Context: an optimization exercise on an open-source flow, tuned for small area, a short achievable clock period and few clock cycles. The choices shown serve that exercise and are no tape-out recipe. Where RTL was checked, it was by simulation tests only, not by an equivalence proof against the original. The RTL of runs 4 and 5 was laid out without a check of its function. The flow treats the clock pin as an ideal source, which a real chip does not have. Power figures rest on the tool's default switching activity, not on a simulated workload.

### design/flow/flow/run.sh
#!/bin/bash
# Standard ORFS layout (the standard.sh) with extra make variables from flow/args, one per
# line: a larger SETUP_SLACK_MARGIN makes the resizer work on the critical paths even though the
# clock constraint is loose, and BUFFER_PORTS_ARGS picks the port buffer cell.
set -euo pipefail
mapfile -t extra < flow/args
bash standard.sh "${extra[@]}" finish > standard_flow.log 2>&1
### design/flow/flow/args
SETUP_SLACK_MARGIN=11
BUFFER_PORTS_ARGS=-buffer_cell sky130_fd_sc_hd__buf_2
CTS_ARGS=-sink_clustering_enable -repair_clock_nets -dont_use_dummy_load
### design/flow/standard.sh
#!/bin/bash
# synth_recipe.tcl (not shown) runs the flow's synth.tcl, then flattens the netlist and writes it again
# the make line also repeats each setting of config.mk as NAME=value (left out here)
make -C /OpenROAD-flow-scripts/flow DESIGN_CONFIG=/design/flow/config.mk WORK_HOME=/design/flow/orfs CLKGATE_MAP_FILE= SYNTH_SCRIPT=/design/flow/synth_recipe.tcl "${@:-finish}"
### design/flow/config.mk
export PLATFORM = sky130hd
export DESIGN_NAME = cpu
export DESIGN_NICKNAME = cpu
export VERILOG_FILES = /design/flow/design.v
export SDC_FILE = /design/flow/constraint.sdc
export NUM_CORES = 4
export LEC_CHECK = 0
export ABC_AREA = 1
export CAP_MARGIN = 20
export CORE_MARGIN = 2
export CORE_UTILIZATION = 50
export PLACE_DENSITY = 0.6
export SLEW_MARGIN = 20
### design/flow/constraint.sdc
create_clock -name core_clock -period 15.0 [get_ports {clk}]
set_input_delay 3.0000 -clock core_clock [delete_from_list [all_inputs] [get_ports {clk}]]
set_output_delay 3.0000 -clock core_clock [all_outputs]
set_load 0.01 [all_outputs]
### design/flow/design.v
`timescale 1ns/1ns
module cpu(clk, reset_n, read_m1, address1, data1, read_m2, write_m2, address2, data2_in, data2_out, num_inst, output_port, is_halted);
	input clk;
	input reset_n;
	output read_m1;
	output [16-1:0] address1;
	output read_m2;
	output write_m2;
	output [16-1:0] address2;
	input [16-1:0] data1;
	input [16-1:0] data2_in;
	output [16-1:0] data2_out;
	output reg [16-1:0] num_inst;
	output reg [16-1:0] output_port;
	output is_halted;
	reg [15:0] pc;                  
	reg        dv;                  
	reg        fwd_a, fwd_b;        
	reg        ld_use;              
	reg [15:0] di;                  
	reg [15:0] dpc1;                
	reg        mv, m_we, m_ld, m_st, m_wwd, m_hlt;
	reg [1:0]  m_dst;
	reg [15:0] m_res;               
	reg [15:0] m_sd;                
	reg [15:0] r0, r1, r2, r3;
	assign read_m1 = 1'b1;
	assign address1 = pc;
	assign read_m2 = m_ld;
	assign write_m2 = m_st;
	assign address2 = m_res;
	assign data2_out = m_sd;
	assign is_halted = m_hlt;
	wire [3:0] op = di[15:12];
	wire [1:0] rs = di[11:10];
	wire [1:0] rt = di[9:8];
	wire [1:0] rd = di[7:6];
	wire [5:0] fn = di[5:0];
	wire [15:0] imm = {{8{di[7]}}, di[7:0]};
	wire op_br   = (op[3:2] == 2'b00);           
	wire op_adi  = (op == 4'd4);
	wire op_ori  = (op == 4'd5);
	wire op_lhi  = (op == 4'd6);
	wire op_lwd  = (op == 4'd7);
	wire op_swd  = (op == 4'd8);
	wire op_jal  = (op == 4'd10);
	wire op_r    = (op == 4'd15);
	wire r_alu   = op_r & ~fn[3];                
	wire r_spec  = op_r &  fn[3];                
	wire r_jpr   = r_spec & ~fn[2] & ~fn[1];
	wire r_jrl   = r_spec & ~fn[2] &  fn[1];
	wire r_wwd   = r_spec &  fn[2] & ~fn[0];
	wire r_hlt   = r_spec &  fn[2] &  fn[0];
	wire jr      = r_jpr | r_jrl;
	wire we      = op_adi | op_ori | op_lhi | op_lwd | r_alu | op_jal | r_jrl;
	wire [1:0] dst = (op_jal | r_jrl) ? 2'd2 : op_r ? rd : rt;
	wire [15:0] rf_a = rs[1] ? (rs[0] ? r3 : r2) : (rs[0] ? r1 : r0);
	wire [15:0] rf_b = rt[1] ? (rt[0] ? r3 : r2) : (rt[0] ? r1 : r0);
	wire [15:0] A = fwd_a ? m_res : rf_a;
	wire [15:0] B = fwd_b ? m_res : rf_b;
	wire stall = dv & ld_use;
	wire d_hlt = dv & r_hlt;
	wire hold  = stall | d_hlt;
	wire issue = dv & ~hold;
	wire is_sub = r_alu & (fn[2:0] == 3'd1);
	wire inv_a  = r_alu & fn[2] & ~fn[1];            
	wire [15:0] yv = r_alu ? B : imm;
	wire [15:0] add_x = op_br ? dpc1 : inv_a ? ~A : A;
	wire [15:0] add_y = (inv_a | r_spec) ? 16'd0 : is_sub ? ~yv : yv;
	wire [15:0] sum = add_x + add_y + {15'd0, is_sub | (inv_a & fn[0])};
	reg [15:0] res;
	always @(*) begin
		if (op_lhi) res = {di[7:0], 8'h00};
		else if (op_jal | r_jrl) res = dpc1;                           
		else if (op_ori | (r_alu & fn[2:0] == 3'd3)) res = A | yv;
		else if (r_alu & fn[2:0] == 3'd2) res = A & yv;
		else if (r_alu & fn[2:0] == 3'd6) res = {A[14:0], 1'b0};
		else if (r_alu & fn[2:0] == 3'd7) res = {1'b0, A[15:1]};
		else res = sum;
	end
	wire a_zero = (A == 16'd0);
	wire eq = (A == B);
	reg taken;
	always @(*) begin
		case (op[1:0])
			2'd0: taken = ~eq;
			2'd1: taken = eq;
			2'd2: taken = ~A[15] & ~a_zero;
			default: taken = A[15];
		endcase
	end
		wire br_redirect = issue & op_br & taken & (di[7:0] != 8'd0);
	wire jr_redirect = issue & jr;
	wire redirect = br_redirect | jr_redirect;
	wire f_jump = (data1[15:12] == 4'd9) | (data1[15:12] == 4'd10);
	wire [15:0] pc_inc = pc + 16'd1;
	wire f_take = f_jump & ~hold & ~redirect;
	wire [15:0] x_next = hold ? pc :
	                     redirect ? sum : pc_inc;
	wire [15:0] pc_next = f_take ? {4'h0, data1[11:0]} : x_next;
	wire [3:0] f_op = data1[15:12];
	wire [1:0] f_rs = data1[11:10];
	wire [1:0] f_rt = data1[9:8];
	wire f_use_rs = ~(f_op == 4'd6 | f_op == 4'd9 | f_op == 4'd10);
	wire f_use_rt = (f_op[3:1] == 3'd0) | (f_op == 4'd8) | ((f_op == 4'd15) & ~data1[3] & ~data1[2]);
	wire x_wr = issue & we;
	wire f_hit_rs = x_wr & (dst == f_rs);
	wire f_hit_rt = x_wr & (dst == f_rt);
	always @(posedge clk) begin
		if (!reset_n) begin
			pc <= 16'd0;
			dv <= 1'b0;
			fwd_a <= 1'b0;
			fwd_b <= 1'b0;
			ld_use <= 1'b0;
			mv <= 1'b0;
			m_we <= 1'b0;
			m_ld <= 1'b0;
			m_st <= 1'b0;
			m_wwd <= 1'b0;
			m_hlt <= 1'b0;
			num_inst <= 16'd0;
			output_port <= 16'd0;
		end
		else begin
			pc <= pc_next;
			if (!hold)
				dv <= ~redirect;
			if (!hold) begin
				fwd_a <= f_hit_rs & ~op_lwd;
				fwd_b <= f_hit_rt & ~op_lwd;
				ld_use <= op_lwd & ((f_hit_rs & f_use_rs) | (f_hit_rt & f_use_rt));
			end
			else begin
				fwd_a <= 1'b0;
				fwd_b <= 1'b0;
				ld_use <= 1'b0;
			end
			mv <= issue;
			m_we <= issue & we;
			m_ld <= issue & op_lwd;
			m_st <= issue & op_swd;
			m_wwd <= issue & r_wwd;
			m_hlt <= d_hlt;
			if (mv) num_inst <= num_inst + 16'd1;
			if (mv & m_wwd) output_port <= m_res;
		end
	end
	always @(posedge clk) begin
		if (!hold) begin
			di <= data1;
			dpc1 <= pc_inc;
		end
		m_dst <= dst;
		m_res <= res;
		m_sd <= B;
	end
	wire [15:0] wd = reset_n ? (m_ld ? data2_in : m_res) : 16'd0;
	wire wr = m_we | ~reset_n;
	always @(posedge clk) begin
		if (wr && (m_dst == 2'd0 || !reset_n)) r0 <= wd;
		if (wr && (m_dst == 2'd1 || !reset_n)) r1 <= wd;
		if (wr && (m_dst == 2'd2 || !reset_n)) r2 <= wd;
		if (wr && (m_dst == 2'd3 || !reset_n)) r3 <= wd;
	end
endmodule
==> results of run 1 <==
-- flip-flops by register name, indices dropped and copies added (netlist names), 2 cells and up --
signal       flops
di              16
dpc1            16
m_dst            2
m_res           16
m_sd            16
num_inst        16
output_port     16
pc              16
r0              16
r1              16
r2              16
r3              16
-- power by group --
group / switching, mW / internal, mW
combinational: 0.331 / 0.168
sequential: 0.0631 / 0.628
clock: 0.182 / 0.197
total: 0.577 / 0.993
-- cell families (layout without fill, tap and decap cells) --
kind of cell / after synthesis / count (layout) / synth area share [%]
AND/OR/NAND/NOR: 870 / 872 / 31.65
AO/OA/AOI/OAI: 263 / 263 / 12.77
buffers and inverters: 251 / 363 / 9.490
flip-flops: 188 / 188 / 40.81
XOR/XNOR: 42 / 42 / 3.178
adder cells (fa/ha/maj): 18 / 18 / 2.075
other: 1 / 1 / 0.03239
-- layout make-up --
class / instances / area, um^2 / area share [%]
clock buffers: 17 / 425.4 / 3.203
inverters: 180 / 737.0 / 5.549
multi-input cells: 1196 / 5927 / 44.63
flip-flops and latches: 188 / 4800 / 36.14
well taps: 285 / 356.6 / 2.685
repair buffers: 165 / 1030 / 7.754
repair inverters: 1 / 5.005 / 0.03769
-- worst max-delay path by stage --
| stage | start | endpoint | slack [ns] | cells past startpoint |
|---|---|---|---|---|
| 2_1_floorplan | reset_n | r0[0] | 11.00 | 3 |
| 3_3_place_gp | reset_n | fwd_a | 9.66 | 5 |
| 3_5_place_dp | reset_n | fwd_a | 9.63 | 5 |
| 4_1_cts | reset_n | m_st | 10.99 | 7 |
| 5_1_grt | di[2] | m_res[14] | 10.98 | 22 |
| 6_report | m_res[10] | address2[10] | 11.01 | 1 |
-- timing repair --
item,CTS,global route
setup endpoints to repair,132,46
setup buffers,16,16
cloned,0,4
pin swaps,4,10
resized for setup,63,60
-- metal layers --
layer	routed length [um]	vias to the layer above
met3	3679	99
met5	0	-
met2	18170	617
met4	1441	0
li1	-	5566
met1	18000	5432
-- metrics by stage --
stage                     cell area, um^2  total power, mW
after floorplan                     11590           0.9653
after global placement              12240            1.141
after detailed placement            12240            1.143
after CTS                           12920            1.540
after global routing                13280            1.645
final                               13280            1.570
-- placed cells by master (no fill, tap or decap), drive strengths merged, types with 16 or more instances in the layout --
master,n
a21oi,92
a31oi,22
buf,164
clkbuf,18
dfxtp,92
edfxtp,96
ha,16
inv,175
nand2,544
nand3,155
nor2,139
nor3,18
o21ai,107
xor2,29
==> results.cfg, run 1 <==
[setup_path]
cp.required_ns = 12.00
path_class = reg2out
cp.buffers_inverters = 1
start_kind = register
cp_top_family = flip-flops
slowest_stage = dfxtp_4
max_stage_delay_ns = 0.42
worstRegToRegCells = 24
worstPathArrival_ns = 0.99
reg2reg_to = m_res[10]
crit_chain = buf_6
worstPathMaxFanout = 6
reg2reg_slack_ns = 11.18
r2r-start = di[15]
endpoint_kind = output pin

[global_routing]
use_met1_pct = 47.38
antenna_found_initial = 2
grt_pass1_vias = 10800
grt_max_degree = 53
grt_pass1_wl_mm = 61.94
grt_use_total_pct = 33.82
use_met3_pct = 5.639
grt_overflow = 0
grt_use_met2_pct = 52.61
grt.busiest_layer = met2

[placement]
gp_congestion = 0.9924
detailedPlace.worstSlack_ns = 9.626
dp.cells = 1979
port_buffers = 116
dp_hpwl_mm = 29.41

[clocking]
cts_buffers = 17
cts.sinks = 188
cts_tree = built
cts_hold_buf = 0
clk_pin_slew_ns = 0.08
clockRootBuffer = clkbuf_16
clkLatencyLatePin_ns = 0.45
cts_htree_levels = 4
clockBufferDepth = 2

[floorplanning]
core_um2 = 22710
die_w_um = 156.2
initial_core_util_pct = 50.98
dieArea_um2 = 24390
std_cell_rows = 55
fp.dieH_um = 156.2
io_pins = 118

[min_path]
min_path_cells = 1
hp-start = num_inst[13]
hold_class = reg2reg
hold_end = num_inst[14]

[timing]
timing.final.crit_share_pct = 26.59
skew_ns = 0.04056
setup_ws_ns = 11.01
finalCriticalPeriod_ns = 3.989
grt_setup_unrepaired = no
whs_ns = 0.4653
max_freq_mhz = 250.7
hold_viol = 0
fin_setup_tns_ns = 0
worst_pin_slew_ns = 0.9010
slew_viol_final = 0
setup_viol = 0
maxSlewHeadroom_pct = 39.87

[logic_synthesis]
synth_ff_type = edfxtp_1
avgSynthCellArea_um2 = 7.089
synth_area_leaders = edfxtp_1 25%, nand2_1 17%, dfxtp_1 16%
synth.most_common_cell = nand2_1
synth_warnings = 1
async_reset_ff_share_pct = 0
yosys.cell_types.count = 56
yosys.area.top_type = edfxtp_1
synth_edf_count = 96
ys_top_cells_by_count = 528 x nand2_1, 166 x inv_1, 151 x nand3_1
ys_ff_latch = 188
seq_area_frac_synth_pct = 40.81
synth_top_area_share_pct = 24.90
syn_nets = 1685
synth_cells = 1633
syn_area_um2 = 11580

[finish]
layout.nets = 1801
final_core_util_pct = 58.48
fin_cells = 2032
antenna_cells = 0
syn_to_final_growth_pct = 14.72
drive_gt1_share_pct = 17.29
fillers = 2190

[routing]
wirelength_mm = 41.29
post_drt_wl_per_cell_um = 20.32
viasPerCell = 5.765
drc_errors = 0
first_iter_violations = 1334
postRouteAntennaNets = 0
drtPass1Iterations = 8
vias = 11710

[pwr]
ir_worst_vdd_v = 0.00006228
p_per_area_nw_per_um2 = 118.2
p_leak_nw = 6.324

[run_status]
outcome = complete, no violations

[run]
maxCapViolCount = 0
Testbench counts, summed over its fixed seeds: cycles 39,662.
==> run 2, diff against run 1 <==
--- a/design/flow/config.mk
+++ b/design/flow/config.mk
@@ -10,4 +10,4 @@
 export CORE_MARGIN = 2
-export CORE_UTILIZATION = 50
-export PLACE_DENSITY = 0.6
+export CORE_UTILIZATION = 45
+export PLACE_DENSITY = 0.75
 export SLEW_MARGIN = 20
==> run 2 against run 1 <==
Against the previous run: combinational power barely moved; synthesized area is the same; maximum frequency down 0.18%; still clean; largest cell class unchanged; core utilization decreased by 5.7 points; critical path depth did not move; critical endpoint is now address2[15]; register-to-register slack got worse by 0.02 ns; flip-flop and latch count stayed put.
==> results.cfg, run 2 <==
[run_status]
outcome = complete, no violations

[logic_synthesis]
syn_nets = 1685
syn_area_um2 = 11580
ys_ff_latch = 188
synth.most_common_cell = nand2_1
ys_top_cells_by_count = 528 x nand2_1, 166 x inv_1, 151 x nand3_1
synth_top_area_share_pct = 24.90
synth_area_leaders = edfxtp_1 25%, nand2_1 17%, dfxtp_1 16%
yosys.cell_types.count = 56
synth_ff_type = edfxtp_1
async_reset_ff_share_pct = 0
avgSynthCellArea_um2 = 7.089
yosys.area.top_type = edfxtp_1
seq_area_frac_synth_pct = 40.81
synth_warnings = 1
synth_cells = 1633
synth_edf_count = 96

[floorplanning]
io_pins = 118
dieArea_um2 = 27020
die_w_um = 164.4
initial_core_util_pct = 45.84
fp.dieH_um = 164.4
std_cell_rows = 58
core_um2 = 25250

[global_routing]
grt_pass1_wl_mm = 62.47
grt_use_total_pct = 30.61
grt_overflow = 0
antenna_found_initial = 1
grt_pass1_vias = 11010
grt_max_degree = 53

[routing]
wirelength_mm = 41.53
drtPass1Iterations = 6
postRouteAntennaNets = 0
post_drt_wl_per_cell_um = 20.02
first_iter_violations = 1343
drc_errors = 0
vias = 11990
viasPerCell = 5.778

[timing]
worst_pin_slew_ns = 0.8744
skew_ns = 0.02727
grt_setup_unrepaired = no
timing.final.crit_share_pct = 26.64
max_freq_mhz = 250.2
setup_viol = 0
hold_viol = 0
fin_setup_tns_ns = 0
finalCriticalPeriod_ns = 3.996
maxSlewHeadroom_pct = 41.56
setup_ws_ns = 11.00
whs_ns = 0.4832
slew_viol_final = 0

[clocking]
clk_pin_slew_ns = 0.07
clockBufferDepth = 2
cts.sinks = 188
clkLatencyLatePin_ns = 0.44
cts_buffers = 17
clockRootBuffer = clkbuf_16
cts_tree = built
cts_htree_levels = 4

[finish]
layout.nets = 1798
drive_gt1_share_pct = 17.14
regArea_um2 = 4780
syn_to_final_growth_pct = 15.18
multi_input_area_um2 = 5953
layout_commonest_cell = nand2_1
layout_common_cells = 521 x nand2_1, 164 x inv_1, 151 x nand3_1, 131 x nor2_1, 115 x buf_2
fillers = 2443

[placement]
port_buffers = 116
gp_congestion = 1.003
detailedPlace.worstSlack_ns = 9.693
dp_hpwl_mm = 29.49

[setup_path]
max_stage_delay_ns = 0.41
start_kind = register
slowest_stage = dfxtp_4
worstPathMaxFanout = 6
cp.required_ns = 12.00
cp.buffers_inverters = 1
crit_chain = buf_2
worstPathArrival_ns = 1.00
cp_top_family = flip-flops
endpoint_kind = output pin
path_class = reg2out

[pwr]
ir_worst_vdd_v = 0.00005940
p_leak_nw = 6.313
p_per_area_nw_per_um2 = 118.2

[min_path]
hold_class = reg2reg

[run]
maxCapViolCount = 0
==> run 2: cell counts after synthesis <==
Identical to the previous run, type by type.
==> run 2: repair_timing <==
item	in CTS	in global routing
pin swaps	4	14
endpoints found under the setup margin	113	42
endpoints found under the hold margin	0	0
gates cloned	0	2
resized for setup	52	65
buffers inserted	16	17
hold buffers	0	0
==> run 2: layer usage <==
metal,part of all wire (%),vias up,track usage (%)
li1,-,5551,-
met1,42,5585,41.56
met2,43,715,46.77
met3,9.5,139,5.600
met4,5.3,0,15.69
met5,0,-,0
==> run 2: worst paths after layout <==
kind	slack, ns	depth (start not counted)	endpoint	from
hold / removal	0.48	1	num_inst[14]	num_inst[14]
hold reg to reg	0.48	1	num_inst[14]	num_inst[14]
setup reg to reg	11.16	23	m_res[10]	di[8]
setup / recovery	11.00	1	address2[15]	m_res[15]
==> run 2: power breakdown <==
group          switching (mW)  internal (mW)  total [mW]
Sequential             0.0669          0.628       0.695
Combinational           0.334          0.166       0.500
Clock                   0.184          0.198       0.382
Total                   0.585          0.991        1.58
==> run 2: area by class of cell <==
type / count / share of cell area [%]
clock buffers: 17 / 3.191
inverters: 180 / 5.565
well taps: 330 / 3.097
diodes: 1 / 0.01877
multi-input cells: 1195 / 44.65
repair buffers: 164 / 7.630
flip-flops and latches: 188 / 35.85
==> run 2: through the flow <==
step / area (um^2) / utilization, % / std cells / power [mW]
floorplan: 11590 / - / 1633 / 0.9653
global placement: 12280 / 48.62 / 2022 / 1.138
detailed placement: 12280 / 48.62 / 2022 / 1.146
CTS: 12950 / 51.27 / 2055 / 1.538
global route: 13330 / 52.78 / 2074 / 1.642
finish: 13330 / 52.79 / 2075 / 1.576
==> run 2: kinds of logic (layout without fill, tap and decap cells) <==
family / count (synthesis) / count (layout) / share of synthesized area [%]
AND/OR/NAND/NOR: 870 / 871 / 31.65
AO/OA/AOI/OAI: 263 / 263 / 12.77
buffers and inverters: 251 / 361 / 9.490
flip-flops: 188 / 188 / 40.81
XOR/XNOR: 42 / 42 / 3.178
adder cells (fa/ha/maj): 18 / 18 / 2.075
other: 1 / 2 / 0.03239
==> run 3, diff against run 2 <==
==> design/flow/flow/args (replaced) <==
SETUP_SLACK_MARGIN=11
BUFFER_PORTS_ARGS=-buffer_cell sky130_fd_sc_hd__buf_2
CTS_ARGS=-sink_clustering_enable -repair_clock_nets -dont_use_dummy_load -buf_list {sky130_fd_sc_hd__clkbuf_8 sky130_fd_sc_hd__clkbuf_16}
--- a/design/flow/config.mk
+++ b/design/flow/config.mk
@@ -10,4 +10,4 @@
 export CORE_MARGIN = 2
-export CORE_UTILIZATION = 45
-export PLACE_DENSITY = 0.75
+export CORE_UTILIZATION = 40
+export CTS_BUF_LIST = sky130_fd_sc_hd__clkbuf_8 sky130_fd_sc_hd__clkbuf_16
 export SLEW_MARGIN = 20
==> run 3 against run 2 <==
Against the previous run: largest power group unchanged; synthesized cell count unchanged; still clean; register-to-register slack improved by 0.02 ns; critical endpoint unchanged; non-clock buffer count increased by 8.
==> results.cfg, run 3 <==
[floorplanning]
die_w_um = 174.1
core_um2 = 28630
initial_core_util_pct = 40.44
io_pins = 118
fp.dieH_um = 174.1
std_cell_rows = 62
dieArea_um2 = 30320

[clocking]
clockRootBuffer = clkbuf_16
cts.sinks = 188
cts_tree = built
clk_pin_slew_ns = 0.07
clockBufferDepth = 2
cts_htree_levels = 4
cts_buffers = 17
cts_hold_buf = 0
clkLatencyLatePin_ns = 0.45

[routing]
wl_met2_mm = 18.58
first_iter_violations = 1340
highest_layer = met5
viasPerCell = 5.536
drt-met1-wl_mm = 18.50
met3_wirelength_mm = 3.733
wirelength_mm = 42.63
drtPass1Iterations = 9
vias = 11830
drc_errors = 0
post_drt_wl_per_cell_um = 19.95
postRouteAntennaNets = 0

[setup_path]
max_stage_delay_ns = 0.40
worstPathMaxFanout = 2
worstPathArrival_ns = 0.99
crit_chain = buf_2
slowest_stage = dfxtp_4
cp_top_family = flip-flops
endpoint_kind = output pin
cp.buffers_inverters = 1
cp.required_ns = 12.00
start_kind = register
path_class = reg2out

[finish]
syn_to_final_growth_pct = 16.44
layout.nets = 1807
fin_cells = 2137
antenna_cells = 0
drive_gt1_share_pct = 17.23
fillers = 2928
layout_commonest_cell = nand2_1
layout_common_cells = 523 x nand2_1, 165 x inv_1, 151 x nand3_1, 131 x nor2_1, 116 x buf_2

[logic_synthesis]
synth_area_leaders = edfxtp_1 25%, nand2_1 17%, dfxtp_1 16%
synth_top_area_share_pct = 24.90
synth_cells = 1633
ys_top_cells_by_count = 528 x nand2_1, 166 x inv_1, 151 x nand3_1
syn_area_um2 = 11580
synth.most_common_cell = nand2_1
seq_area_frac_synth_pct = 40.81
synth_edf_count = 96
synth_ff_type = edfxtp_1
yosys.area.top_type = edfxtp_1
avgSynthCellArea_um2 = 7.089
async_reset_ff_share_pct = 0
yosys.cell_types.count = 56
synth_warnings = 1
syn_nets = 1685
ys_ff_latch = 188

[global_routing]
grt_use_total_pct = 27.45
grt_overflow = 0
grt_max_degree = 53
antenna_found_initial = 1
grt_pass1_wl_mm = 63.52
grt_pass1_vias = 10950

[timing]
setup_viol = 0
fin_setup_tns_ns = 0
grt_setup_unrepaired = no
skew_ns = 0.02626
maxSlewHeadroom_pct = 38.21
hold_viol = 0
worst_pin_slew_ns = 0.9259
finalCriticalPeriod_ns = 3.991
max_freq_mhz = 250.5
whs_ns = 0.4424
setup_ws_ns = 11.01
timing.final.crit_share_pct = 26.61
slew_viol_final = 0

[placement]
port_buffers = 116
dp_hpwl_mm = 30.17
gp_congestion = 1.016
detailedPlace.worstSlack_ns = 9.938
dp.cells = 2077

[pwr]
p_leak_nw = 6.381
p_per_area_nw_per_um2 = 116.7
ir_worst_vdd_v = 0.00006671

[run_status]
outcome = complete, no violations

[run]
maxCapViolCount = 0

[min_path]
hold_class = reg2reg
## run 3: cell types whose count changed in the layout (fill, tap and decap cells not counted), sizes merged
cell,change
clkinvlp,-2
clkbuf,+1
buf,+7
inv,+2
diode,-1
nand3,+1
## run 3: power breakdown
part	switching (mW)	internal (mW)	leakage (nW)	total [mW]
combinational	0.334	0.167	4.39	0.501
sequential	0.0619	0.629	1.78	0.691
clock	0.184	0.197	0.209	0.382
total	0.580	0.993	6.38	1.57
## run 3: cell type report
cell class | instances | area (um^2) | share of cell area, %
clock buffer | 17 | 425.4 | 3.156
inverter | 180 | 739.5 | 5.486
multi-input combinational | 1196 | 5941 | 44.07
sequential | 188 | 4791 | 35.54
tap | 384 | 480.5 | 3.564
timing repair buffer | 172 | 1102 | 8.178
## run 3: cell families (layout without fill, tap and decap cells)
kind of cell	after synthesis	count (layout)	synth area share (%)
flip-flops	188	188	40.81
other	1	1	0.03239
buffers and inverters	251	369	9.490
adder cells (fa/ha/maj)	18	18	2.075
XOR/XNOR	42	42	3.178
AND/OR/NAND/NOR	870	872	31.65
AO/OA/AOI/OAI	263	263	12.77
## run 3: repair_timing
| item | in CTS | in global routing |
|---|---|---|
| resized for setup | 54 | 63 |
| gates cloned | 0 | 4 |
| setup endpoints to repair | 66 | 42 |
| pin swaps | 5 | 10 |
| buffers inserted | 18 | 21 |
## run 3: metrics by stage
step / power [mW] / instance area [um^2] / util [%]
after floorplan: 0.9653 / 11590 / -
after global placement: 1.146 / 12350 / 43.16
after detailed placement: 1.146 / 12350 / 43.16
after CTS: 1.543 / 13030 / 45.51
after global routing: 1.648 / 13480 / 47.09
final: 1.573 / 13480 / 47.09
## run 3: worst paths after layout
kind                start           end  slack (ns)  cells past startpoint
max             m_res[15]  address2[15]       11.01                      1
min          num_inst[13]  num_inst[14]        0.44                      1
max reg2reg        di[12]     m_res[14]       11.18                     26
min reg2reg  num_inst[13]  num_inst[14]        0.44                      1
## run 3: per-layer routing
| metal | global-route usage (%) | vias up |
|---|---|---|
| met2 | 42.38 | 622 |
| met5 | 0 | - |
| li1 | - | 5579 |
| met4 | 11.45 | 2 |
| met1 | 37.55 | 5520 |
| met3 | 5.534 | 108 |
==> run 4, diff against run 3 <==
--- a/design/flow/design.v
+++ b/design/flow/design.v
@@ -20,3 +20,2 @@
 	reg [15:0] di;                  
-	reg [15:0] dpc1;                
 	reg        mv, m_we, m_ld, m_st, m_wwd, m_hlt;
@@ -67,4 +66,5 @@
 	wire [15:0] yv = r_alu ? B : imm;
-	wire [15:0] add_x = op_br ? dpc1 : inv_a ? ~A : A;
+	wire [15:0] add_x = op_br ? pc : inv_a ? ~A : A;
 	wire [15:0] add_y = (inv_a | r_spec) ? 16'd0 : is_sub ? ~yv : yv;
+	wire [15:0] jal_target = {4'h0, di[11:0]};
 	wire [15:0] sum = add_x + add_y + {15'd0, is_sub | (inv_a & fn[0])};
@@ -73,3 +73,3 @@
 		if (op_lhi) res = {di[7:0], 8'h00};
-		else if (op_jal | r_jrl) res = dpc1;                           
+		else if (op_jal | r_jrl) res = pc;                             
 		else if (op_ori | (r_alu & fn[2:0] == 3'd3)) res = A | yv;
@@ -92,5 +92,5 @@
 		wire br_redirect = issue & op_br & taken & (di[7:0] != 8'd0);
-	wire jr_redirect = issue & jr;
+	wire jr_redirect = issue & (jr | op_jal);
 	wire redirect = br_redirect | jr_redirect;
-	wire f_jump = (data1[15:12] == 4'd9) | (data1[15:12] == 4'd10);
+	wire f_jump = (data1[15:12] == 4'd9);
 	wire [15:0] pc_inc = pc + 16'd1;
@@ -98,3 +98,3 @@
 	wire [15:0] x_next = hold ? pc :
-	                     redirect ? sum : pc_inc;
+	                     redirect ? (op_jal ? jal_target : sum) : pc_inc;
 	wire [15:0] pc_next = f_take ? {4'h0, data1[11:0]} : x_next;
@@ -151,3 +151,2 @@
 			di <= data1;
-			dpc1 <= pc_inc;
 		end
==> design/flow/flow/args (replaced) <==
SETUP_SLACK_MARGIN=11
BUFFER_PORTS_ARGS=-buffer_cell sky130_fd_sc_hd__buf_2
--- a/design/flow/config.mk
+++ b/design/flow/config.mk
@@ -11,3 +11,2 @@
 export CORE_UTILIZATION = 40
-export CTS_BUF_LIST = sky130_fd_sc_hd__clkbuf_8 sky130_fd_sc_hd__clkbuf_16
 export SLEW_MARGIN = 20
==> run 4 against run 3 <==
Against the previous run: combinational power increased by 7.0%; critical path depth increased by 1; register-to-register slack got worse by 0.06 ns; total power increased by 3.5%; synthesized cell count increased by 1.8%; clock power increased by about 20%; critical path type unchanged; still clean on timing, DRC and antenna; die area decreased by 2.5%; highest routed layer unchanged; largest power group unchanged.
==> results.cfg, run 4 <==
[clocking]
cts.sinks = 172
cts_buffers = 17
cts_hold_buf = 0
clkLatencyLatePin_ns = 0.44
cts_htree_levels = 4
clockRootBuffer = clkbuf_16
cts_tree = built
clockBufferDepth = 2
clk_pin_slew_ns = 0.08

[logic_synthesis]
syn_area_um2 = 11280
synth_top_area_share_pct = 21.30
synth_edf_count = 80
ys_ff_latch = 172
synth_warnings = 1
synth_area_leaders = edfxtp_1 21%, nand2_1 19%, dfxtp_1 16%
async_reset_ff_share_pct = 0
ys_top_cells_by_count = 571 x nand2_1, 170 x inv_1, 141 x nand3_1
avgSynthCellArea_um2 = 6.783
yosys.cell_types.count = 60
synth.most_common_cell = nand2_1
syn_nets = 1715
seq_area_frac_synth_pct = 37.63
synth_ff_type = dfxtp_1
synth_cells = 1663
yosys.area.top_type = edfxtp_1

[global_routing]
antenna_found_initial = 2
grt_use_total_pct = 29.83
grt_pass1_wl_mm = 66.03
grt_overflow = 0
grt_max_degree = 51
grt_pass1_vias = 11250

[run]
maxCapViolCount = 0

[pwr]
ir_worst_vdd_v = 0.00006930
finalPower_mw = 1.629
p_leak_nw = 6.459
p_per_area_nw_per_um2 = 119.8

[timing]
max_freq_mhz = 250.4
finalCriticalPeriod_ns = 3.994
skew_ns = 0.01367
grt_setup_unrepaired = yes
worst_pin_slew_ns = 1.027
setup_viol = 0
slew_viol_final = 0
maxSlewHeadroom_pct = 31.52
fin_setup_tns_ns = 0
timing.final.crit_share_pct = 26.62
hold_viol = 0

[finish]
layout.nets = 1852
layout_commonest_cell = nand2_1
final_cell_area_um2 = 13600
syn_to_final_growth_pct = 20.53
layout_common_cells = 558 x nand2_1, 164 x inv_1, 139 x nand3_1, 111 x buf_2, 108 x nor2_1
final_core_util_pct = 48.94
drive_gt1_share_pct = 20.46

[setup_path]
path_class = reg2out
worstRegToRegCells = 26
cp_top_family = flip-flops
max_stage_delay_ns = 0.33
endpoint_kind = output pin
r2r-start = di[12]
slowest_stage = dfxtp_1
worstPathMaxFanout = 2
reg2reg_slack_ns = 11.12
start_kind = register
reg2reg_to = m_res[12]
cp.required_ns = 12.00
cp.buffers_inverters = 2
worstPathArrival_ns = 0.99
crit_chain = buf_6 > buf_6
path_common_cell = buf_6

[routing]
post_drt_wl_per_cell_um = 20.00
postRouteAntennaNets = 0
viasPerCell = 5.501
drc_errors = 0
wirelength_mm = 43.85
vias = 12060
first_iter_violations = 1194
drtPass1Iterations = 5

[min_path]
hold_end = output_port[11]
min_path_cells = 2
hp-start = output_port[11]
hold_class = reg2reg

[floorplanning]
io_pins = 118
die_w_um = 171.9
fp.dieH_um = 171.9
core_um2 = 27780
initial_core_util_pct = 40.60
dieArea_um2 = 29560
std_cell_rows = 61

[placement]
dp_hpwl_mm = 30.53
place_area_um2 = 12050
gp_congestion = 0.9920
port_buffers = 116

[run_status]
outcome = complete, no violations
[run 4: changes by cell type in the layout (fill, tap and decap cells not counted), moves of 7 or more]
cell,previous run,this run
buf_4,48,67
buf_6,1,10
clkinvlp_4,0,7
dfxtp_2,29,21
dfxtp_4,8,20
edfxtp_1,96,80
inv_2,4,15
nand2_1,523,558
nand3_1,151,139
nand4_1,6,14
nor2_1,131,108
o211ai_1,4,12
[run 4: worst max-delay path by stage]
stage                              to  cells past startpoint  startpoint
after floorplan                 r0[0]                      3     reset_n
after global placement         pc[11]                      7     reset_n
after detailed placement         m_st                      7     reset_n
after CTS                   m_res[14]                     28      di[12]
after global routing        m_res[14]                     24       fwd_b
final                     address1[6]                      2       pc[6]
[run 4: cell type report]
cell class                      instances  area (um^2)
Sequential cell                       172         4345
Tap cell                              378        473.0
Timing Repair Buffer                  192         1251
Inverter                              191        795.8
Fill cell                            2881        14190
Timing Repair inverter                  2        15.01
Clock inverter                         15        171.4
Antenna cell                            1        2.502
Multi-Input combinational cell       1224         6116
Clock buffer                           17        425.4
[run 4: cells by family after synthesis]
kind of cell	synth area share, %
and+or+nand+nor	33.01
buffers and inverters	10.19
adders and majority gates	2.130
xor gates and xnor gates	2.951
DFF	37.63
muxes	0.08874
other	0.03325
AOI/OAI and AO/OA	13.97
[run 4: repair_timing]
| action | CTS | global route |
|---|---|---|
| pin swaps | 6 | 32 |
| buffers inserted | 25 | 36 |
| gates resized for setup | 80 | 84 |
| gates cloned | 2 | 0 |
| setup endpoints to repair | 131 | 45 |
[run 4: where the power goes]
part           leakage, nW  internal, mW  switching [mW]
clock                0.291         0.237           0.221
sequential            1.60         0.574          0.0606
combinational         4.57         0.184           0.352
total                 6.46         0.996           0.633
[run 4: metrics by stage]
| step | setup WS (ns) | hold WS [ns] | cells |
|---|---|---|---|
| after floorplan | 10.98 | 0.4644 | 1663 |
| after global placement | 10.01 | 0.4630 | 2096 |
| after detailed placement | 9.907 | 0.4748 | 2096 |
| after CTS | 11.00 | 0.4932 | 2155 |
| after global routing | 10.88 | 0.5274 | 2191 |
| final | 11.01 | 0.4837 | 2192 |
[run 4: worst register-to-register path, cell delays in order (launching register included)]
cell,delay (ns)
edfxtp_1,0.41
nand2_2,0.07
inv_2,0.09
nand3_4,0.09
nor2_4,0.18
buf_12,0.15
inv_12,0.06
nor3_4,0.22
nand2_4,0.13
clkinvlp_4,0.16
buf_4,0.17
nand2_1,0.06
a21oi_1,0.18
ha_1,0.26
nand2_1,0.09
o21ai_0,0.33
inv_1,0.11
nand2_2,0.09
nand2_2,0.05
nand2_2,0.07
xor2_2,0.15
nand2_1,0.12
nand3_1,0.11
o211ai_1,0.09
nand2_1,0.10
nand3_1,0.06
a22oi_1,0.19
[run 4: metal layers]
metal	up-vias	wire [um]	track usage [%]
li1	5704	-	-
met1	5627	18810	40.51
met2	619	19660	47.77
met3	107	3707	4.623
met4	2	1653	11.69
met5	-	13	0
==> run 5, diff against run 4 <==
--- a/design/flow/design.v
+++ b/design/flow/design.v
@@ -17,2 +17,3 @@
 	reg        dv;                  
+	reg        dpred;               
 	reg        fwd_a, fwd_b;        
@@ -20,2 +21,3 @@
 	reg [15:0] di;                  
+	reg [15:0] dpc1;                
 	reg        mv, m_we, m_ld, m_st, m_wwd, m_hlt;
@@ -66,5 +68,4 @@
 	wire [15:0] yv = r_alu ? B : imm;
-	wire [15:0] add_x = op_br ? pc : inv_a ? ~A : A;
-	wire [15:0] add_y = (inv_a | r_spec) ? 16'd0 : is_sub ? ~yv : yv;
-	wire [15:0] jal_target = {4'h0, di[11:0]};
+	wire [15:0] add_x = op_br ? dpc1 : inv_a ? ~A : A;
+	wire [15:0] add_y = (inv_a | r_spec | dpred) ? 16'd0 : is_sub ? ~yv : yv;    
 	wire [15:0] sum = add_x + add_y + {15'd0, is_sub | (inv_a & fn[0])};
@@ -73,3 +74,3 @@
 		if (op_lhi) res = {di[7:0], 8'h00};
-		else if (op_jal | r_jrl) res = pc;                             
+		else if (op_jal | r_jrl) res = dpc1;                           
 		else if (op_ori | (r_alu & fn[2:0] == 3'd3)) res = A | yv;
@@ -91,11 +92,15 @@
 	end
-		wire br_redirect = issue & op_br & taken & (di[7:0] != 8'd0);
-	wire jr_redirect = issue & (jr | op_jal);
+		wire br_redirect = issue & op_br & (dpred ? ~taken : taken & (di[7:0] != 8'd0));
+	wire jr_redirect = issue & jr;
 	wire redirect = br_redirect | jr_redirect;
-	wire f_jump = (data1[15:12] == 4'd9);
+	wire f_jump = (data1[15:12] == 4'd9) | (data1[15:12] == 4'd10);
 	wire [15:0] pc_inc = pc + 16'd1;
-	wire f_take = f_jump & ~hold & ~redirect;
+	wire f_bpred = (data1[15:14] == 2'b00) & data1[7];
+	wire [8:0] f_lo = {1'b0, pc_inc[7:0]} + {1'b0, data1[7:0]};
+	wire [7:0] pc_inc_hm1 = pc_inc[15:8] - 8'd1;
+	wire [15:0] f_target = f_jump ? {4'h0, data1[11:0]} : {f_lo[8] ? pc_inc[15:8] : pc_inc_hm1, f_lo[7:0]};
+	wire f_take = (f_jump | f_bpred) & ~hold & ~redirect;
 	wire [15:0] x_next = hold ? pc :
-	                     redirect ? (op_jal ? jal_target : sum) : pc_inc;
-	wire [15:0] pc_next = f_take ? {4'h0, data1[11:0]} : x_next;
+	                     redirect ? sum : pc_inc;
+	wire [15:0] pc_next = f_take ? f_target : x_next;
 	wire [3:0] f_op = data1[15:12];
@@ -151,2 +156,4 @@
 			di <= data1;
+			dpc1 <= pc_inc;
+			dpred <= f_bpred;
 		end
==> design/flow/flow/args (replaced) <==
SETUP_SLACK_MARGIN=11
BUFFER_PORTS_ARGS=-buffer_cell sky130_fd_sc_hd__buf_2
CTS_ARGS=-sink_clustering_enable -repair_clock_nets -dont_use_dummy_load
--- a/design/flow/config.mk
+++ b/design/flow/config.mk
@@ -10,3 +10,4 @@
 export CORE_MARGIN = 2
-export CORE_UTILIZATION = 40
+export CORE_UTILIZATION = 50
+export PLACE_DENSITY = 0.7
 export SLEW_MARGIN = 20
==> run 5 against run 4 <==
Against the previous run: still clean on timing, DRC and antenna; final area grew 5.4%; global-route usage up 1.9 points; non-clock buffer count decreased by 16; worst setup slack lost 0.67 ns; clock skew is 0.015 ns higher; register-to-register slack worse by 0.37 ns; routed wire length fell by 4.6%; flip-flop and latch count rose by 17; sequential power grew 11%; critical path type is now in2reg.
==> results.cfg, run 5 <==
[clocking]
cts_buffers = 17
cts_htree_levels = 4
cts.sinks = 189
clockBufferDepth = 2
clkLatencyLatePin_ns = 0.45
cts_tree = built
clk_pin_slew_ns = 0.08
clockRootBuffer = clkbuf_16
cts_hold_buf = 0

[global_routing]
grt_overflow = 0
grt_max_degree = 59
grt_pass1_wl_mm = 63.63
antenna_found_initial = 0
grt_use_total_pct = 31.70
grt_pass1_vias = 11630

[pwr]
ir_worst_vdd_v = 0.00006216
power_frac_clock_pct = 22.6
finalPower_mw = 1.691
power.internal_mw = 1.056
switching_share_pct = 37.52
comb_power_share_pct = 35.7
p_leak_nw = 6.819
p_per_area_nw_per_um2 = 118.0
pwr-share-seq_pct = 41.7
p_switching_mw = 0.6344

[logic_synthesis]
ys_top_cells_by_count = 557 x nand2_1, 181 x inv_1, 146 x nand3_1
synth.most_common_cell = nand2_1
seq_area_frac_synth_pct = 38.72
synth_edf_count = 97
synth_top_area_share_pct = 23.72
synth_warnings = 1
synth_ff_type = edfxtp_1
yosys.cell_types.count = 62
syn_nets = 1812
async_reset_ff_share_pct = 0
yosys.area.top_type = edfxtp_1
avgSynthCellArea_um2 = 7.016
syn_area_um2 = 12280
synth_area_leaders = edfxtp_1 24%, nand2_1 17%, dfxtp_1 15%
synth_cells = 1750
ys_ff_latch = 189

[placement]
dp.cells = 2129
dp_hpwl_mm = 29.20
detailedPlace.worstSlack_ns = 9.674
gp_congestion = 0.9816
port_buffers = 116

[min_path]
hold_class = reg2reg
hp-start = num_inst[0]
hold_end = num_inst[0]
min_path_cells = 1

[floorplanning]
dieArea_um2 = 25830
initial_core_util_pct = 50.63
io_pins = 118
std_cell_rows = 57
core_um2 = 24250
fp.dieH_um = 160.7
die_w_um = 160.7

[timing]
hold_viol = 0
worst_pin_slew_ns = 1.051
skew_ns = 0.02889
finalCriticalPeriod_ns = 4.662
slew_viol_final = 0
fin_setup_tns_ns = 0
setup_ws_ns = 10.34
grt_setup_unrepaired = yes
setup_viol = 0
timing.final.crit_share_pct = 31.08
maxSlewHeadroom_pct = 29.92
max_freq_mhz = 214.5

[routing]
wirelength_mm = 41.84
drc_errors = 0
drtPass1Iterations = 8
drt-met1-wl_mm = 17.56
viasPerCell = 5.735
first_iter_violations = 1436
postRouteAntennaNets = 0
highest_layer = met4
met3_wirelength_mm = 4.040
post_drt_wl_per_cell_um = 19.04
wl_met2_mm = 19.09
vias = 12600

[finish]
layout_common_cells = 549 x nand2_1, 176 x inv_1, 142 x nand3_1, 129 x nor2_1, 109 x buf_2
regArea_um2 = 4816
antenna_cells = 0
fin_cells = 2197
final_core_util_pct = 59.07
layout_commonest_cell = nand2_1
fillers = 2308
multi_input_area_um2 = 6690
syn_to_final_growth_pct = 16.66
drive_gt1_share_pct = 18.47
layout.nets = 1937

[setup_path]
cp.required_ns = 15.36
endpoint_kind = register
worstPathArrival_ns = 5.02
crit_chain = buf_8 > ha_4 > fa_2 > a21oi_2 > o21bai_2 > nand2_2 > o311ai_4 > nor3_2 > nand3_2 > o21ai_1 > nand3_1 > nand4_1 > nand3_1 > a21oi_1
cp.buffers_inverters = 1
reg2reg_slack_ns = 10.75
max_stage_delay_ns = 0.37
r2r-start = di[12]
worstRegToRegCells = 28
crit_cells = 14
cp_top_family = compound AO/OA/AOI/OAI gates
path_class = in2reg
path_common_cell = nand3_1
start_kind = input pin
worstPathMaxFanout = 3
reg2reg_to = m_res[14]
slowest_stage = fa_2

[run]
maxCapViolCount = 0

[run_status]
outcome = complete, no violations
==> run 5: cell types whose count changed after synthesis, moves of 11 or more <==
cell      delta
a21oi_1     +12
edfxtp_1    +17
inv_1       +11
nand2_1     -14
nor2_1      +24
o21ai_0     +17
==> run 5: timing repair <==
action	CTS	global route
gates cloned	1	3
pin swaps	19	34
setup endpoints to repair	85	41
gates resized for setup	78	63
setup buffers	25	22
==> run 5: layout make-up <==
class                      count  area share, %
timing repair buffer         176          8.255
inverter                     198          5.521
clock buffer                  17          2.970
multi-input combinational   1291          46.71
sequential                   189          33.62
timing repair inverter         2        0.09609
tap                          324          2.830
==> run 5: layer usage <==
layer,track usage (%),vias to the layer above
met2,51.31,680
met5,0,-
met4,9.984,0
met3,6.043,85
li1,-,5978
met1,43.17,5857
==> run 5: worst max path at each step <==
stage / start / endpoint
floorplan: data1[0] / pc[13]
global placement: data1[0] / pc[15]
detailed placement: data1[0] / pc[13]
CTS: data1[0] / pc[13]
global route: data1[0] / pc[13]
finish: data1[0] / pc[14]
==> run 5: kinds of logic after synthesis <==
group	after synthesis	share of synthesized area, %
adder cells (fa/ha/maj)	28	3.037
multiplexers	3	0.2446
AO/OA/AOI/OAI	297	13.41
other	1	0.03054
XOR/XNOR	46	3.281
buffers and inverters	270	9.518
flip-flops	189	38.72
AND/OR/NAND/NOR	916	31.75
==> run 5: stage by stage <==
step / instance area, um^2 / hold slack [ns]
6_report: 14320 / 0.4741
5_1_grt: 14320 / 0.4878
4_1_cts: 13920 / 0.4824
3_5_place_dp: 13060 / 0.4826
3_3_place_gp: 13060 / 0.4617
2_1_floorplan: 12420 / 0.4672
==> run 5: worst reg2reg max path, delay by kind of cell (launching register included) <==
kind                     cells  cell delay [ns]
buffers and inverters        3             0.29
flip-flops                   1             0.40
adder cells (fa/ha/maj)      2             0.63
AO/OA/AOI/OAI                6             0.72
XOR/XNOR                     1             0.21
AND/OR/NAND/NOR             16             1.88
==> run 5: power groups by stage <==
stage / Combinational [mW] / Sequential (mW) / Clock, mW
detailed placement: 0.523 / 0.710 / 0
CTS: 0.560 / 0.700 / 0.383
finish: 0.604 / 0.705 / 0.382
global route: 0.665 / 0.712 / 0.402
global placement: 0.517 / 0.709 / 0
floorplan: 0.354 / 0.698 / 0
==> run 6, diff against run 5 <==
--- a/design/flow/design.v
+++ b/design/flow/design.v
@@ -17,3 +17,2 @@
 	reg        dv;                  
-	reg        dpred;               
 	reg        fwd_a, fwd_b;        
@@ -69,3 +68,3 @@
 	wire [15:0] add_x = op_br ? dpc1 : inv_a ? ~A : A;
-	wire [15:0] add_y = (inv_a | r_spec | dpred) ? 16'd0 : is_sub ? ~yv : yv;    
+	wire [15:0] add_y = (inv_a | r_spec) ? 16'd0 : is_sub ? ~yv : yv;
 	wire [15:0] sum = add_x + add_y + {15'd0, is_sub | (inv_a & fn[0])};
@@ -92,3 +91,3 @@
 	end
-		wire br_redirect = issue & op_br & (dpred ? ~taken : taken & (di[7:0] != 8'd0));
+	wire br_redirect = issue & op_br & taken & (di[7:0] != 8'd0);
 	wire jr_redirect = issue & jr;
@@ -97,10 +96,6 @@
 	wire [15:0] pc_inc = pc + 16'd1;
-	wire f_bpred = (data1[15:14] == 2'b00) & data1[7];
-	wire [8:0] f_lo = {1'b0, pc_inc[7:0]} + {1'b0, data1[7:0]};
-	wire [7:0] pc_inc_hm1 = pc_inc[15:8] - 8'd1;
-	wire [15:0] f_target = f_jump ? {4'h0, data1[11:0]} : {f_lo[8] ? pc_inc[15:8] : pc_inc_hm1, f_lo[7:0]};
-	wire f_take = (f_jump | f_bpred) & ~hold & ~redirect;
+	wire f_take = f_jump & ~hold & ~redirect;
 	wire [15:0] x_next = hold ? pc :
 	                     redirect ? sum : pc_inc;
-	wire [15:0] pc_next = f_take ? f_target : x_next;
+	wire [15:0] pc_next = f_take ? {4'h0, data1[11:0]} : x_next;
 	wire [3:0] f_op = data1[15:12];
@@ -157,3 +152,2 @@
 			dpc1 <= pc_inc;
-			dpred <= f_bpred;
 		end
==> design/flow/flow/run.sh (replaced) <==
#!/bin/bash
# Standard ORFS layout (the standard.sh) with extra make variables from flow/args, one per
# line:
#   SETUP_SLACK_MARGIN=11  repair_timing aims for 11 ns of slack at the 15 ns clock, so the
#                          resizer works on the critical paths even though the constraint is loose
#   BUFFER_PORTS_ARGS      port buffers are buf_2 (the default pick is a slow delay cell)
#   CTS_ARGS               the standard clock_tree_synthesis arguments, without dummy loads
# Everything the flow prints goes to standard_flow.log in this folder.
set -euo pipefail
mapfile -t extra < flow/args
bash standard.sh "${extra[@]}" finish > standard_flow.log 2>&1
==> run 6 against run 5 <==
Against the previous run: still clean on timing, DRC and antenna; non-clock buffer count decreased by 13; register-to-register slack improved by 0.43 ns; synthesized cell count decreased by 6.7%; largest power group unchanged.
==> results.cfg, run 6 <==
[finish]
layout.nets = 1798
antenna_cells = 0
syn_to_final_growth_pct = 14.02
drive_gt1_share_pct = 16.74
final_cell_area_um2 = 13200
layout_common_cells = 523 x nand2_1, 163 x inv_1, 151 x nand3_1, 131 x nor2_1, 114 x buf_2
fin_cells = 2029
fillers = 2150
layout_commonest_cell = nand2_1

[floorplanning]
dieArea_um2 = 24390
die_w_um = 156.2
io_pins = 118
core_um2 = 22710
initial_core_util_pct = 50.98
fp.dieH_um = 156.2
std_cell_rows = 55

[timing]
finalCriticalPeriod_ns = 3.997
fin_setup_tns_ns = 0
hold_viol = 0
skew_ns = 0.02756
slew_viol_final = 0
maxSlewHeadroom_pct = 37.46
whs_ns = 0.4556
setup_viol = 0
grt_setup_unrepaired = yes
max_freq_mhz = 250.2
timing.final.crit_share_pct = 26.64
worst_pin_slew_ns = 0.9371

[logic_synthesis]
synth_top_area_share_pct = 24.90
synth_area_leaders = edfxtp_1 25%, nand2_1 17%, dfxtp_1 16%
synth_compound_area_share_pct = 12.76
async_reset_ff_share_pct = 0
synth_edf_count = 96
yosys.area.top_type = edfxtp_1
synth_xor_area_share_pct = 3.178
synth_cells = 1633
synth.most_common_cell = nand2_1
seq_area_frac_synth_pct = 40.81
ys_top_cells_by_count = 528 x nand2_1, 166 x inv_1, 151 x nand3_1
yosys-mux-area-fraction_pct = 0
synth_top_family_by_area = simple AND/OR/NAND/NOR gates
syn_nets = 1685
synthAdderAreaFrac_pct = 2.075
synth_warnings = 1
avgSynthCellArea_um2 = 7.089
synth_ff_type = edfxtp_1
syn_area_um2 = 11580
synth_simple_gate_area_share_pct = 31.65
ys_ff_latch = 188
yosys.cell_types.count = 56

[clocking]
cts_hold_buf = 0
cts.sinks = 188
clk_pin_slew_ns = 0.08
clkLatencyLatePin_ns = 0.44
cts_tree = built
cts_buffers = 17

[setup_path]
worstPathMaxFanout = 4
crit_chain = buf_4
start_kind = register
cp.required_ns = 12.00
cp.buffers_inverters = 1
cp_top_family = flip-flops
max_stage_delay_ns = 0.40
path_class = reg2out
slowest_stage = dfxtp_1
endpoint_kind = output pin
worstPathArrival_ns = 1.00

[global_routing]
grt_pass1_wl_mm = 60.29
grt_pass1_vias = 10780
antenna_found_initial = 2
grt_max_degree = 53
grt_use_total_pct = 32.74
grt_overflow = 0

[pwr]
power.internal_mw = 0.9866
p_leak_nw = 6.307
p_per_area_nw_per_um2 = 117.6
ir_worst_vdd_v = 0.00007082
comb_power_share_pct = 31.0
switching_share_pct = 36.46
pwr-share-seq_pct = 44.5
p_switching_mw = 0.5661
power_frac_clock_pct = 24.4

[placement]
port_buffers = 116
dp.cells = 1977
place_area_um2 = 12220
gp_congestion = 1.028
dp_hpwl_mm = 28.35

[min_path]
hold_class = reg2reg

[routing]
vias = 11800
wirelength_mm = 40.33
drtPass1Iterations = 7
post_drt_wl_per_cell_um = 19.88
viasPerCell = 5.816
first_iter_violations = 1289
drc_errors = 0
postRouteAntennaNets = 0

[run_status]
outcome = complete, no violations

[run]
maxCapViolCount = 0
[run 6: cell type report]
| cell class | count | area, um^2 | share of cell area [%] |
|---|---|---|---|
| Multi-Input combinational cell | 1195 | 5863 | 44.42 |
| Inverter | 180 | 744.5 | 5.640 |
| Timing Repair inverter | 1 | 5.005 | 0.03792 |
| Sequential cell | 188 | 4796 | 36.34 |
| Tap cell | 285 | 356.6 | 2.702 |
| Clock buffer | 17 | 425.4 | 3.223 |
| Timing Repair Buffer | 163 | 1008 | 7.641 |
[run 6: final timing paths]
kind                 from      endpoint  slack [ns]  cells past startpoint
max              m_res[9]   address2[9]       11.00                      1
min          num_inst[13]  num_inst[14]        0.46                      1
max reg2reg        di[15]     m_res[14]       11.18                     19
min reg2reg  num_inst[13]  num_inst[14]        0.46                      1
[run 6: what timing repair did]
action | 4_1_cts | 5_1_grt
pin swaps | 3 | 11
buffers inserted | 10 | 22
cloned | 0 | 3
gates resized for setup | 50 | 62
endpoints found under the setup margin | 131 | 50
[run 6: logic make-up after synthesis]
| family | count (synthesis) |
|---|---|
| and+or+nand+nor | 870 |
| AOI/OAI and AO/OA | 263 |
| buffers and inverters | 251 |
| DFF | 188 |
| xor gates and xnor gates | 42 |
| adders and majority gates | 18 |
| other | 1 |
[run 6: power by group through the flow]
stage               Clock [mW]  Sequential (mW)  Combinational, mW
floorplan                    0            0.681              0.284
global placement             0            0.696              0.433
detailed placement           0            0.698              0.439
CTS                      0.381            0.688              0.455
global route             0.398            0.696              0.527
finish                   0.379            0.691              0.482
[run 6: through the flow]
stage	util, %	total power, mW	setup WS, ns
after floorplan	-	0.9653	11.00
after global placement	53.82	1.129	9.738
after detailed placement	53.82	1.137	9.670
after CTS	56.49	1.523	10.96
after global routing	58.12	1.621	10.98
final	58.12	1.553	11.00
[run 6: metal layers]
layer  GRT usage (%)  vias to the layer above  share of wire (%)
li1                -                     5547                  -
met1           44.50                     5409                 41
met2           49.77                      733                 43
met3           6.778                      109                 11
met4           16.12                        2                4.4
met5               0                        -              0.032
Testbench counts of run 6, summed over its fixed seeds: cycles 39,662.

port drivers added, routing unchanged:
Ports are ideal in the flow. The routed layouts listed here were re-timed in OpenROAD.
Step 1 (the two cells are an assumption about what drives the block):
set clk [get_ports {clk}]
set_driving_cell -lib_cell sky130_fd_sc_hd__clkbuf_16 $clk
set_driving_cell -lib_cell sky130_fd_sc_hd__buf_2 [delete_from_list [all_inputs] $clk]
Step 2 times the ports against the registers' clock, not the clock port: input delays grow and output delays shrink by t, the midpoint of the rising clock arrivals with the driver on.
Slacks: ideal ports / drivers / drivers and shift; pairs: ideal ports / drivers.
run | shift t [ns] | setup slack, ns | worst setup path after step 2 | clock arrival spread, ns
run 1 | 0.484 | 11.011 / 10.960 / 10.670 | input to register | 0.042 / 0.043
run 2 | 0.478 | 11.004 / 10.953 / 10.637 | input to register | 0.027 / 0.027
run 3 | 0.492 | 11.009 / 10.956 / 10.655 | input to register | 0.026 / 0.027
run 4 | 0.489 | 11.006 / 10.953 / 10.669 | input to register | 0.013 / 0.014
run 5 | 0.486 | 10.338 / 10.351 / 9.864 | input to register | 0.029 / 0.029
run 6 | 0.476 | 11.003 / 10.952 / 10.665 | input to register | 0.032 / 0.031
After both steps every run listed still meets setup and hold. The setup slack of run 5, which loses most, moves by +0.013 ns with the drivers and by -0.474 ns with both steps.
